Source: an optimization exercise on an open RTL-to-GDS flow (aim: small area). Production flows keep margins and buffers that such runs may drop. Only simulation tests tie the RTL to the original design; equivalence was not proved. No driver is modelled on the clock port, so clock power and skew are understated where the tree is cut down; a real chip needs a root buffer or a tree. Power and IR drop assume default switching activity.

==> flow/design.v <==
module uart_debounce
(
	input 	wire 	clk,
	input 	wire 	btn_press,
	output 	reg 	btn_result,
	output 	wire 	rst
);
localparam [17:0] SEED = 18'hf2be;
localparam [17:0] POL  = 18'h2aaaa;
reg  [17:0] cnt_q;
reg         sync1;
reg         sync2;
wire [17:0] s    = cnt_q ^ POL;
wire        diff = sync2 ^ btn_result;
wire        term = (s[16:0] == 17'd0);
assign rst = btn_result | (diff & term);
always @(posedge clk)
begin
	sync1 <= btn_press;
	sync2 <= sync1;
	if (diff && term)
		btn_result <= sync2;
	if (!diff || term)
		cnt_q <= SEED ^ POL;
	else
		cnt_q <= {s[16:0], s[17] ^ s[6]} ^ POL;
end
endmodule
module uart_rx
(
	input 				i_clk,
	input 				i_rst,			 
	input 				i_data_bit,
	output 				o_latch,		 
	output 				o_ferr,			 
	output reg [7:0] 	o_data_byte
);
localparam [3:0] P_STOP = 4'd7, P_H1 = 4'd4, P_H2 = 4'd2, P_IDLE = 4'd5, P_E1 = 4'd1, P_E2 = 4'd0, P_START = 4'd6;
localparam [7:0] CSEED = 8'he5, T116 = 8'ha7, CPOL = 8'haa;
reg  [3:0] phase;
reg  [7:0] cnt_q;
reg        rx_sync1, rx_sync2;
wire [7:0] cnt = cnt_q ^ CPOL;
wire start_fall = rx_sync2 & ~rx_sync1;
wire t116 = (cnt == T116);
wire t233 = (cnt[6:0] == 7'd0);
wire idle = (phase == P_IDLE);
reg [3:0] phase_inc;
always @(*)
	case (phase[2:0])
		3'b000: phase_inc = 4'b1001;
		3'b001: phase_inc = 4'b1011;
		3'b011: phase_inc = 4'b1010;
		3'b010: phase_inc = 4'b1110;
		3'b110: phase_inc = 4'b1111;
		3'b111: phase_inc = 4'b1101;
		3'b101: phase_inc = 4'b1100;
		default: phase_inc = P_STOP;
	endcase
assign o_latch = (phase == P_H1) | (phase == P_E1);
assign o_ferr  = (phase == P_E2);
always @(posedge i_clk)
begin
	if (i_rst) begin
		rx_sync1 <= 1'b1;
		rx_sync2 <= 1'b1;
	end else begin
		rx_sync1 <= i_data_bit;
		rx_sync2 <= rx_sync1;
	end
end
always @(posedge i_clk)
begin
	if (i_rst || idle || t233)
		cnt_q <= CSEED ^ CPOL;
	else
		cnt_q <= {cnt[6:0], cnt[7] ^ (cnt[3] | cnt[4])} ^ CPOL;
end
always @(posedge i_clk)
begin
	if (i_rst)
		phase <= P_IDLE;
	else case (phase)
		P_IDLE:  if (start_fall) phase <= P_START;
		P_START: if (t116 && rx_sync2) phase <= P_IDLE;
		         else if (t233) phase <= 4'd8;
		P_STOP:  if (t116) phase <= rx_sync2 ? P_H1 : P_E1;
		P_H1:    phase <= P_H2;
		P_E1:    phase <= P_E2;
		P_H2, P_E2: phase <= P_IDLE;
		default: if (phase[3] && t233) phase <= phase_inc;
	endcase
end
always @(posedge i_clk)
begin
	if (phase[3] && t116)
		o_data_byte <= {rx_sync2, o_data_byte[7:1]};
end
endmodule
module uart_tx
(
	input		 	i_clk,
	input 			i_rst,			 
	input [7:0] 	data_send,
	input 			tx_valid,
	output 			o_tx
);
localparam [7:0] CSEED = 8'he5, CPOL = 8'haa;
reg  [7:0] cnt_q;
reg  [9:0] frame;
wire [7:0] cnt = cnt_q ^ CPOL;
wire t233  = (cnt[6:0] == 7'd0);
assign o_tx = frame[0];
always @(posedge i_clk)
begin
	if (i_rst)
		cnt_q <= CSEED ^ CPOL;
	else if (tx_valid)
		cnt_q <= 8'h80 ^ CPOL;
	else if (t233)
		cnt_q <= CSEED ^ CPOL;
	else
		cnt_q <= {cnt[6:0], cnt[7] ^ (cnt[3] | cnt[4])} ^ CPOL;
end
always @(posedge i_clk)
begin
	if (i_rst)
		frame <= 10'h3ff;
	else if (tx_valid)
		frame <= {data_send, 2'b01};
	else if (t233)
		frame <= {1'b1, frame[9:1]};
end
endmodule
module uart_top
(
	input 	wire clk,
	input 	wire rst_btn,
	input 	wire BL616_UART_RX,
	output 	wire BL616_UART_TX,
	output 	reg LED0,
	output	reg LED1,
	output 	reg LED2,
	output 	reg LED3,
	output 	wire LED4
);
localparam [20:0] DLY_SEED = 21'h17de1f;	 
localparam [22:0] LED_SEED = 23'h17fac4;	 
localparam [24:0] HB_SEED  = 25'h6145f8;	 
localparam [20:0] DLY_POL  = 21'h0aaaaa;
localparam [22:0] LED_POL  = 23'h2aaaaa;
localparam [24:0] HB_POL   = 25'h0aaaaaa;
wire rst_active, rst;
uart_debounce DEBOUNCE
(
	.clk 		(clk),
	.btn_press 	(rst_btn),
	.btn_result (rst_active),
	.rst        (rst)
);
assign LED4 = ~rst_active;
wire       rx_latch, rx_ferr, tx_valid;
wire [7:0] rx_data;
reg  [7:0] rx_data_latched;
uart_rx RX
(
	.i_clk       (clk),
	.i_rst       (rst),
	.i_data_bit  (BL616_UART_RX),
	.o_latch     (rx_latch),
	.o_ferr      (rx_ferr),
	.o_data_byte (rx_data)
);
uart_tx TX
(
	.i_clk     (clk),
	.i_rst     (rst),
	.data_send (rx_data_latched),
	.tx_valid  (tx_valid),
	.o_tx      (BL616_UART_TX)
);
always @(posedge clk)
	if (rx_latch)
		rx_data_latched <= rx_data;
reg  [20:0] dly_q;
reg  [20:0] dly_n;
wire [20:0] dly      = dly_q ^ DLY_POL;
wire        dly_hi0  = (dly[20:1] == 20'd0);
wire        dly_idle = dly_hi0;
assign      tx_valid = dly_hi0 & dly[0];
always @(*)
begin
	if (rst)
		dly_n = 21'd0;
	else if (rx_latch && dly_idle)
		dly_n = DLY_SEED;
	else if (tx_valid)
		dly_n = 21'd0;
	else
		dly_n = {dly[19:0], dly[20] ^ dly[1]};
end
always @(posedge clk)
	dly_q <= dly_n ^ DLY_POL;
reg  [24:0] hb_q;
reg  [24:0] hb_n;
wire [24:0] hb     = hb_q ^ HB_POL;
wire        hb_end = (hb[23:0] == 24'd0);
always @(*)
begin
	if (rst || hb_end)
		hb_n = HB_SEED;
	else
		hb_n = {hb[23:0], hb[24] ^ hb[2]};
end
always @(posedge clk)
begin
	hb_q <= hb_n ^ HB_POL;
	if (rst)
		LED0 <= 1'b1;
	else if (hb_end)
		LED0 <= ~LED0;
end
reg  [22:0] l1_q, l2_q, l1_n, l2_n;
wire [22:0] l1 = l1_q ^ LED_POL;
wire [22:0] l2 = l2_q ^ LED_POL;
wire l1_low0 = (l1[21:0] == 22'd0);
wire l2_low0 = (l2[21:0] == 22'd0);
wire l1_idle = l1_low0 & ~l1[22];
wire l2_idle = l2_low0 & ~l2[22];
always @(*)
begin
	if (rst)
		l1_n = 23'd0;
	else if (rx_latch)
		l1_n = LED_SEED;
	else
		l1_n = {l1[21:0], (l1[22] ^ l1[4]) & ~l1_low0};
	if (rst)
		l2_n = 23'd0;
	else if (tx_valid)
		l2_n = LED_SEED;
	else
		l2_n = {l2[21:0], (l2[22] ^ l2[4]) & ~l2_low0};
end
always @(posedge clk)
begin
	l1_q <= l1_n ^ LED_POL;
	l2_q <= l2_n ^ LED_POL;
	if (rst) begin
		LED1 <= 1'b1;
		LED2 <= 1'b1;
	end else begin
		if (!rx_latch)
			LED1 <= l1_idle;
		if (!tx_valid)
			LED2 <= l2_idle;
	end
end
always @(posedge clk)
begin
	if (rst)
		LED3 <= 1'b1;
	else if (rx_ferr)
		LED3 <= 1'b0;
end
endmodule
clock: 10.0 ns
lec_check: 0
cap_margin: 5
core_margin: 2
core_utilization: 65
gpl_timing_driven: 0
slew_margin: 5
standard.sh (not shown) runs the stock make flow with config.mk's settings and CLKGATE_MAP_FILE= SYNTH_SCRIPT=/design/flow/synth_recipe.tcl, a recipe that flattens the netlist after the stock synthesis.
==> flow/flow/run.sh <==
#!/bin/bash
# The standard layout (standard.sh), with these changes:
#  - synthesis is the standard flow's own script (synth_recipe.tcl), but ABC runs once
#    for each area-oriented script flow/abc_*.script instead of ORFS's speed
#    script, and the smallest result is kept (flow/abc_bestof.tcl);
#  - the clock tree is a clkbuf_8 root driving clkbuf_16 leaves (the fewest,
#    from five, whose estimated clock-pin slew stays under 126 ps), built by
#    flow/pre_cts.tcl in place of TritonCTS;
#  - port buffers are buf_1.
# Each tool's output goes to the ORFS logs under orfs/logs; make's own output
# goes to flow_make.log.
set -euo pipefail
W=$PWD
{
  echo "set ::ABC_SCRIPTS [list $(ls $W/flow/abc_*.script | tr '\n' ' ')]"
  cat flow/abc_bestof.tcl
  cat synth_recipe.tcl
} > flow_synth.tcl
sed "s#SYNTH_SCRIPT=[^ ]*#SYNTH_SCRIPT=$W/flow_synth.tcl#" standard.sh > flow_standard.sh
export PRE_CTS_TCL=$W/flow/pre_cts.tcl
export BUFFER_PORTS_ARGS="-buffer_cell sky130_fd_sc_hd__buf_1"
bash flow_standard.sh > flow_make.log 2>&1
Other scripts of this flow, unchanged in this note and not shown: flow/flow/abc_a1.script, flow/flow/abc_bestof.tcl, flow/flow/abc_c1.script, flow/flow/abc_c6.script, flow/flow/abc_d3.script, flow/flow/abc_ds1.script, flow/flow/abc_ds2.script, flow/flow/abc_ds3.script, flow/flow/abc_e1.script, flow/flow/pre_cts.tcl
The starting point completed with no timing, DRC or antenna violations.
Rerun with:
- CAP_MARGIN: 5 -> 20
- CORE_UTILIZATION: 65 -> 60
- SLEW_MARGIN: 5 -> 20
Outcome: Setup slack gets better by 0.70 ns. Clock skew barely changes. First-iteration DRC count grows by 20%. Sequential power stays flat. Area after synthesis is unchanged. Die area rose by 8.0%. Hold slack gains 0.0098 ns. Routed wire length decreases by 1.2%. Core utilization fell by 7.3 points. Flip-flop and latch count is unchanged.
Rerun with:
- CORE_UTILIZATION: 60 -> 65
Outcome: The new run finished with timing, DRC and antenna clean. Global-route usage increases by 1.5 points. Sequential cell count is unchanged. Worst hold slack hardly moves. Critical path depth rises by 1. Maximum frequency shrinks slightly. Via count hardly moves. Cell area stays flat.
No run of this note takes its clock network from TritonCTS; it comes from the design's own scripts or RTL.

==> afterwards: timing with drivers on the ports <==
In the flow no input, the clock included, has a driving cell. The finished layouts below were timed again as built, in two steps. Step 1 assumes that a clkbuf_16 drives the clock port and a buf_2 every other input. Step 2 times the ports against the registers' clock, not the clock port: input delays grow and output delays shrink by t, the midpoint of the rising clock arrivals with the driver on. Slacks: ideal ports / drivers / drivers and shift; pairs: ideal ports / drivers.
run	t (ns)	setup slack, ns	latest minus earliest clock arrival (ns)
the first run	0.420	4.470 / 4.470 / 4.470	0.015 / 0.015
the second run	0.418	5.165 / 5.165 / 5.165	0.018 / 0.018
the third run	0.412	5.124 / 5.124 / 5.124	0.016 / 0.016
After both steps every run listed still meets setup and hold.
